This is an optimization exercise on Yosys and OpenROAD, whose aim is small area and a short achievable clock period, not a production implementation. Only simulation tests tie the RTL to the original design; equivalence was not proved. The flow treats the clock pin as an ideal source. Dropping or thinning the clock tree relies on that and would not hold on a real chip. Power is estimated from default activity; no workload was simulated.

## job 9978
// mac16
module mac16 (
    input             clk,
    input             rst_n,
    input      [15:0] a,
    input      [15:0] b,
    input      [31:0] acc,
    output reg [31:0] out
);
    reg v1, v2n;
    always @(posedge clk or negedge rst_n) begin
        if (!rst_n) begin
            v1  <= 1'b0;
            v2n <= 1'b1;
        end else begin
            v1  <= 1'b1;
            v2n <= ~v1;
        end
    end
    reg [15:0] a_r, b_r;
    reg [31:0] acc_r;
    always @(posedge clk) begin
        a_r   <= ~a;   
        b_r   <= ~b;
        acc_r <= acc;
    end
    wire pp_0_0;
    mac16_pp upp_0_0 (.a(a_r[0]), .b(b_r[0]), .p(pp_0_0));
    wire pp_0_1;
    mac16_pp upp_0_1 (.a(a_r[0]), .b(b_r[1]), .p(pp_0_1));
    wire pp_0_2;
    mac16_pp upp_0_2 (.a(a_r[0]), .b(b_r[2]), .p(pp_0_2));
    wire pp_0_3;
    mac16_pp upp_0_3 (.a(a_r[0]), .b(b_r[3]), .p(pp_0_3));
    wire pp_0_4;
    mac16_pp upp_0_4 (.a(a_r[0]), .b(b_r[4]), .p(pp_0_4));
    wire pp_0_5;
    mac16_pp upp_0_5 (.a(a_r[0]), .b(b_r[5]), .p(pp_0_5));
    wire pp_0_6;
    mac16_pp upp_0_6 (.a(a_r[0]), .b(b_r[6]), .p(pp_0_6));
    wire pp_0_7;
    mac16_pp upp_0_7 (.a(a_r[0]), .b(b_r[7]), .p(pp_0_7));
    wire pp_0_8;
    mac16_pp upp_0_8 (.a(a_r[0]), .b(b_r[8]), .p(pp_0_8));
    wire pp_0_9;
    mac16_pp upp_0_9 (.a(a_r[0]), .b(b_r[9]), .p(pp_0_9));
    wire pp_0_10;
    mac16_pp upp_0_10 (.a(a_r[0]), .b(b_r[10]), .p(pp_0_10));
    wire pp_0_11;
    mac16_pp upp_0_11 (.a(a_r[0]), .b(b_r[11]), .p(pp_0_11));
    wire pp_0_12;
    mac16_pp upp_0_12 (.a(a_r[0]), .b(b_r[12]), .p(pp_0_12));
    wire pp_0_13;
    mac16_pp upp_0_13 (.a(a_r[0]), .b(b_r[13]), .p(pp_0_13));
    wire pp_0_14;
    mac16_pp upp_0_14 (.a(a_r[0]), .b(b_r[14]), .p(pp_0_14));
    wire pp_0_15;
    mac16_pp upp_0_15 (.a(a_r[0]), .b(b_r[15]), .p(pp_0_15));
    wire pp_1_0;
    mac16_pp upp_1_0 (.a(a_r[1]), .b(b_r[0]), .p(pp_1_0));
    wire pp_1_1;
    mac16_pp upp_1_1 (.a(a_r[1]), .b(b_r[1]), .p(pp_1_1));
    wire pp_1_2;
    mac16_pp upp_1_2 (.a(a_r[1]), .b(b_r[2]), .p(pp_1_2));
    wire pp_1_3;
    mac16_pp upp_1_3 (.a(a_r[1]), .b(b_r[3]), .p(pp_1_3));
    wire pp_1_4;
    mac16_pp upp_1_4 (.a(a_r[1]), .b(b_r[4]), .p(pp_1_4));
    wire pp_1_5;
    mac16_pp upp_1_5 (.a(a_r[1]), .b(b_r[5]), .p(pp_1_5));
    wire pp_1_6;
    mac16_pp upp_1_6 (.a(a_r[1]), .b(b_r[6]), .p(pp_1_6));
    wire pp_1_7;
  ...
export LEC_CHECK = 0
export CAP_MARGIN = 20
export CORE_MARGIN = 2
export CORE_UTILIZATION = 65
export PLACE_DENSITY = 0.8
export SLEW_MARGIN = 20
export SYNTH_HIERARCHICAL = 1
export SYNTH_MINIMUM_KEEP_SIZE = 0
create_clock -name core_clock -period 15.0 [get_ports {clk}]
standard.sh (not shown) runs the stock make flow with config.mk's settings and CLKGATE_MAP_FILE= SYNTH_SCRIPT=/design/flow/synth_recipe.tcl, a recipe that flattens the netlist after the stock synthesis.
==> flow/flow/run.sh <==
#!/bin/bash
# Own layout flow: the standard ORFS flow (standard.sh, synthesis included)
# with two hooks:
#  - flow/resize_hook.tcl, before the placement resizer: port buffer cells,
#    the drive strength of the operand flip-flops, and logic cells that
#    synthesis sized up set back to their smallest drive strength;
#  - flow/cts_hook3.tcl, at the start of CTS: a balanced clock tree of
#    inverter pairs (port -> 4 x clkinv_8 -> 4 x clkinv_16 -> flip-flops)
#    instead of TritonCTS's two-level H-tree of buffers.
set -euo pipefail
here=$(pwd)
export PRE_RESIZE_TCL=$here/flow/resize_hook.tcl
export PRE_CTS_TCL=$here/flow/cts_hook3.tcl
bash standard.sh > $here/standard_flow.log 2>&1
==> flow/flow/resize_hook.tcl <==
# Port buffers: a small buffer on inputs, a faster one on outputs (out[*] drives
# the 10 fF load and sits on the output timing path).
set n_in 0
set n_out 0
foreach inst [get_cells *] {
  set name [get_property $inst name]
  set ref [get_property $inst ref_name]
  if {[regexp {^input[0-9]+$} $name] && [string match "*buf*" $ref]
      && [get_property [get_nets -of_objects [get_pins $name/A]] name] ne "rst_n"} {
    replace_cell $inst sky130_fd_sc_hd__buf_1
    incr n_in
  } elseif {[regexp {^output[0-9]+$} $name] && [string match "*buf*" $ref]} {
    replace_cell $inst sky130_fd_sc_hd__buf_2
    incr n_out
  } elseif {[regexp {^[ab]_r\[[0-9]+\]} $name] && $ref eq "sky130_fd_sc_hd__dfxtp_1"} {
    replace_cell $inst sky130_fd_sc_hd__dfxtp_4
  }
}
puts "resize_hook: $n_in input and $n_out output buffers replaced"

# Logic cells that synthesis sized up (_2, _4, ...) go back to their smallest
# drive strength: the clock period leaves every such path far from critical.
set n_down 0
foreach inst [get_cells *] {
  set ref [get_property $inst ref_name]
  if {[regexp {^(sky130_fd_sc_hd__([a-z0-9]+))_([0-9]+)$} $ref -> base func drive]
      && $drive > 1
      && ![regexp {^(df|sdf|edf|dl|buf|clk|inv|bufinv|conb|tap|fill|decap|fa|ha)} $func]} {
    foreach small {1 0} {
      set lib_cell [get_lib_cells -quiet */${base}_${small}]
      if {$lib_cell ne ""} {
        replace_cell $inst [get_property $lib_cell name]
        incr n_down
        break
      }
    }
  }
}
puts "resize_hook: $n_down logic cells set to their smallest size"
Other scripts of this flow, unchanged in this note and not shown: flow/flow/cts_hook3.tcl
The inputs of job 6587 differ from those of job 9978 as listed below.
- PLACE_DENSITY removed (was 0.8)
diff --git a/flow/flow/run.sh b/flow/flow/run.sh
--- a/flow/flow/run.sh
+++ b/flow/flow/run.sh
@@ -3,5 +3,4 @@
 # with two hooks:
-#  - flow/resize_hook.tcl, before the placement resizer: port buffer cells,
-#    the drive strength of the operand flip-flops, and logic cells that
-#    synthesis sized up set back to their smallest drive strength;
+#  - flow/resize_hook.tcl, before the placement resizer: port buffer cells and
+#    the drive strength of the operand flip-flops;
 #  - flow/cts_hook3.tcl, at the start of CTS: a balanced clock tree of
==> comparison <==
- Any difference in final instance area between job 9978 and job 6587 is small enough to ignore.
- On proportion of power drawn by the clock network, the higher figure sits with job 9978, not job 6587.
- Job 6587: power per unit of standard cell area higher than job 9978
- Of job 9978 and job 6587, the run reporting the higher wire length on met1 was job 6587.
- Looking at job 9978 and job 6587, the maximum clock frequency is a wash.
- Compare job 9978 and job 6587 | max-slew headroom at the worst pin lower: job 6587
- On proportion of cell area occupied by multi-input gates, job 9978 and job 6587 are basically level.
- Core occupancy in the finished layout: job 6587 vs job 9978 — no meaningful difference
- Diff job 9978..job 6587 | sequential share of layout area | negligible
diff inputs: job 6587 => job 851
- an added PLACE_DENSITY of 0.92
diff --git a/flow/flow/run.sh b/flow/flow/run.sh
--- a/flow/flow/run.sh
+++ b/flow/flow/run.sh
@@ -3,4 +3,5 @@
 # with two hooks:
-#  - flow/resize_hook.tcl, before the placement resizer: port buffer cells and
-#    the drive strength of the operand flip-flops;
+#  - flow/resize_hook.tcl, before the placement resizer: port buffer cells,
+#    the drive strength of the operand flip-flops, and logic cells that
+#    synthesis sized up set back to their smallest drive strength;
 #  - flow/cts_hook3.tcl, at the start of CTS: a balanced clock tree of
[summary]
- Compared with job 6587, in job 851 fmax ~0 delta; total power of the final layout -about 1%.
- Area growth from synthesis to final layout in job 851 is 0.27 points lower than in job 6587
- Job 851 and job 6587 ended up with roughly the same number of non-filler instances in the completed layout.
Relative to job 851, the following input files were edited for job 1926:
- PLACE_DENSITY removed (was 0.92)
[summary]
On number of antenna-violating nets in the routed design, job 1926 and job 851 are neck and neck.
Job 1926 vs job 851: portion of total power attributed to the clock network up
In terms of highest cell delay on the worst timing path, job 1926 and job 851 differ only marginally.
Diff job 851..job 1926 | die span in x | unchanged
Diff job 851 -> job 1926: setup slack decreased 0.0062 ns; met2 wirelength from detailed routing increased about 0.8%.
The inputs of job 4615 differ from those of job 1926 as listed below.
- setting PLACE_DENSITY to 0.92 for the first time
diff --git a/flow/flow/resize_hook.tcl b/flow/flow/resize_hook.tcl
--- a/flow/flow/resize_hook.tcl
+++ b/flow/flow/resize_hook.tcl
@@ -12,3 +12,3 @@
   } elseif {[regexp {^output[0-9]+$} $name] && [string match "*buf*" $ref]} {
-    replace_cell $inst sky130_fd_sc_hd__buf_2
+    replace_cell $inst sky130_fd_sc_hd__clkbuf_2
     incr n_out
[summary]
Job 4615 completed every stage of the flow, and the final layout passed the timing, DRC and antenna checks.
[compare] base=job 1926 new=job 4615: setup slack rose by 0.0069 ns; leakage dissipation dropped about 0.5%; routability congestion estimate from global placement now larger; placed standard-cell area closely matched the old numbers.
Between job 4615 and job 1926, the worst path arrival time figures differ only marginally.
In every run of this note, the design's own scripts or RTL, not TritonCTS, make the clock network.

========
mac16, a different RTL version from the one above (not shown whole).
For scale: ~98 I/O pins, ~11000 um2 of cells after synthesis.
export LEC_CHECK = 0
export CAP_MARGIN = 20
export CORE_MARGIN = 2
export CORE_UTILIZATION = 65
export SLEW_MARGIN = 20
export SYNTH_HIERARCHICAL = 1
export SYNTH_MINIMUM_KEEP_SIZE = 0
create_clock -name core_clock -period 15.0 [get_ports {clk}]
==> flow/flow/run.sh <==
#!/bin/bash
# Own layout flow: the standard ORFS flow (standard.sh, synthesis included)
# with two hooks:
#  - flow/resize_hook.tcl, before the placement resizer: port buffer cells and
#    the drive strength of the operand flip-flops;
#  - flow/cts_hook2.tcl, at the start of CTS: a one-level clock tree of four
#    clkbuf_16 (instead of TritonCTS's two-level H-tree).
set -euo pipefail
here=$(pwd)
export PRE_RESIZE_TCL=$here/flow/resize_hook.tcl
export PRE_CTS_TCL=$here/flow/cts_hook2.tcl
bash standard.sh > $here/standard_flow.log 2>&1
==> flow/flow/cts_hook3.tcl <==
# Clock tree of inverter pairs: the clock port drives four small clock
# inverters; each drives one clkinv_16, which drives the clock pins of one
# quarter of the flip-flops (halved at the median x, then at the median y).
# Every flip-flop sees the same two inverters between it and the port, so the
# clock keeps its polarity and the tree is balanced.
set db [ord::get_db]
set block [ord::get_db_block]
set clk_net [$block findNet clk]
set leaf_master [$db findMaster sky130_fd_sc_hd__clkinv_16]
set root_master [$db findMaster sky130_fd_sc_hd__clkinv_4]

set sinks {}
foreach it [$clk_net getITerms] {
  if {[$it isInputSignal]} {
    set loc [[$it getInst] getLocation]
    lappend sinks [list $it [lindex $loc 0] [lindex $loc 1]]
  }
}
proc bisect {items idx depth} {
  if {$depth == 0} { return [list $items] }
  set s [lsort -real -index $idx $items]
  set h [expr {[llength $s] / 2}]
  set nidx [expr {$idx == 1 ? 2 : 1}]
  return [concat [bisect [lrange $s 0 [expr {$h - 1}]] $nidx [expr {$depth - 1}]] \
                 [bisect [lrange $s $h end] $nidx [expr {$depth - 1}]]]
}
proc centre {items} {
  set sx 0; set sy 0
  foreach s $items { set sx [expr {$sx + [lindex $s 1]}]; set sy [expr {$sy + [lindex $s 2]}] }
  set n [llength $items]
  return [list [expr {int($sx / $n)}] [expr {int($sy / $n)}]]
}
set i 0
foreach g [bisect $sinks 1 2] {
  lassign [centre $g] cx cy
  set rinst [odb::dbInst_create $block $root_master "clkinv_r${i}"]
  set rnet [odb::dbNet_create $block "clknet_r${i}"]
  $rnet setSigType CLOCK
  [$rinst findITerm A] connect $clk_net
  [$rinst findITerm Y] connect $rnet
  $rinst setLocation $cx $cy
  $rinst setPlacementStatus PLACED
  set inst [odb::dbInst_create $block $leaf_master "clkinv_l${i}"]
  set net [odb::dbNet_create $block "clknet_l${i}"]
  $net setSigType CLOCK
  [$inst findITerm A] connect $rnet
  [$inst findITerm Y] connect $net
  foreach s $g {
    set it [lindex $s 0]
    $it disconnect
    $it connect $net
  }
  $inst setLocation $cx $cy
  $inst setPlacementStatus PLACED
  puts "cts_hook: clkinv_l${i} drives [llength $g] clock pins"
  incr i
}
$clk_net setSigType CLOCK

# cts.tcl calls clock_tree_synthesis next; the tree is already built.
rename clock_tree_synthesis my_unused_clock_tree_synthesis
proc clock_tree_synthesis {args} { puts "cts_hook: clock tree built by flow/cts_hook3.tcl" }
Other scripts of this flow, unchanged in this note and not shown: flow/flow/cts_hook.tcl, flow/flow/cts_hook2.tcl, flow/flow/resize_hook.tcl
Change:
==> flow/flow/run.sh (replaced) <==
#!/bin/bash
# Own layout flow: the standard ORFS flow (standard.sh, synthesis included)
# with two hooks:
#  - flow/resize_hook.tcl, before the placement resizer: port buffer cells and
#    the drive strength of the operand flip-flops;
#  - flow/cts_hook3.tcl, at the start of CTS: a one-level clock tree of four
#    clkbuf_16 (instead of TritonCTS's two-level H-tree).
set -euo pipefail
here=$(pwd)
export PRE_RESIZE_TCL=$here/flow/resize_hook.tcl
export PRE_CTS_TCL=$here/flow/cts_hook3.tcl
bash standard.sh > $here/standard_flow.log 2>&1
The changed run aborted during 4_1_cts on DPL-0033. Synthesized cell count does not change. Area after synthesis is unchanged.
Change:
--- a/flow/flow/cts_hook3.tcl
+++ b/flow/flow/cts_hook3.tcl
@@ -58,5 +58,8 @@
 $clk_net setSigType CLOCK
 
-# cts.tcl calls clock_tree_synthesis next; the tree is already built.
+# cts.tcl calls repair_clock_inverters and clock_tree_synthesis next; the tree
+# is already built (and its inverters must not be cloned per flip-flop).
+rename repair_clock_inverters my_unused_repair_clock_inverters
+proc repair_clock_inverters {args} { puts "cts_hook: clock inverters kept as built" }
 rename clock_tree_synthesis my_unused_clock_tree_synthesis
 proc clock_tree_synthesis {args} { puts "cts_hook: clock tree built by flow/cts_hook3.tcl" }
With this change the flow finished clean.
Synthesized cell count is unchanged.
Area after synthesis is unchanged.
In the first and third runs of this note the design's own scripts or RTL, not TritonCTS, make the clock network.

==> static timing again, ports no longer ideal <==
In the flow no input, the clock included, has a driving cell. The finished layouts below were timed again as built, in two steps. Step 1, drivers: a clkbuf_16 drives clk and a buf_2 each remaining input, both assumed. Step 2 times the ports against the registers' clock, not the clock port: input delays grow and output delays shrink by t, the midpoint of the rising clock arrivals with the driver on. a / b / c = ideal / step 1 / step 2; a / b = the first two.
run	shift t [ns]	setup slack, ns	worst slew at a driven data input, ns	cell pins on the clock port's net
job 9978	0.297	11.342 / 11.184 / 11.246	0.04	4
job 6587	0.291	11.342 / 11.191 / 11.250	0.03	4
job 851	0.284	11.348 / 11.199 / 11.394	0.05	4
job 1926	0.291	11.342 / 11.191 / 11.250	0.03	4
job 4615	0.286	11.349 / 11.198 / 11.405	0.05	4
the first run of note 2	0.369	11.213 / 11.130 / 11.295	0.03	4
the third run of note 2	0.288	11.322 / 11.209 / 11.305	0.03	4
After both steps setup and hold are still met in every run listed. For job 9978, which loses most, drivers alone change the setup slack by -0.158 ns; drivers and shift together by -0.096 ns. The worst setup slack also covers recovery checks on asynchronous resets.
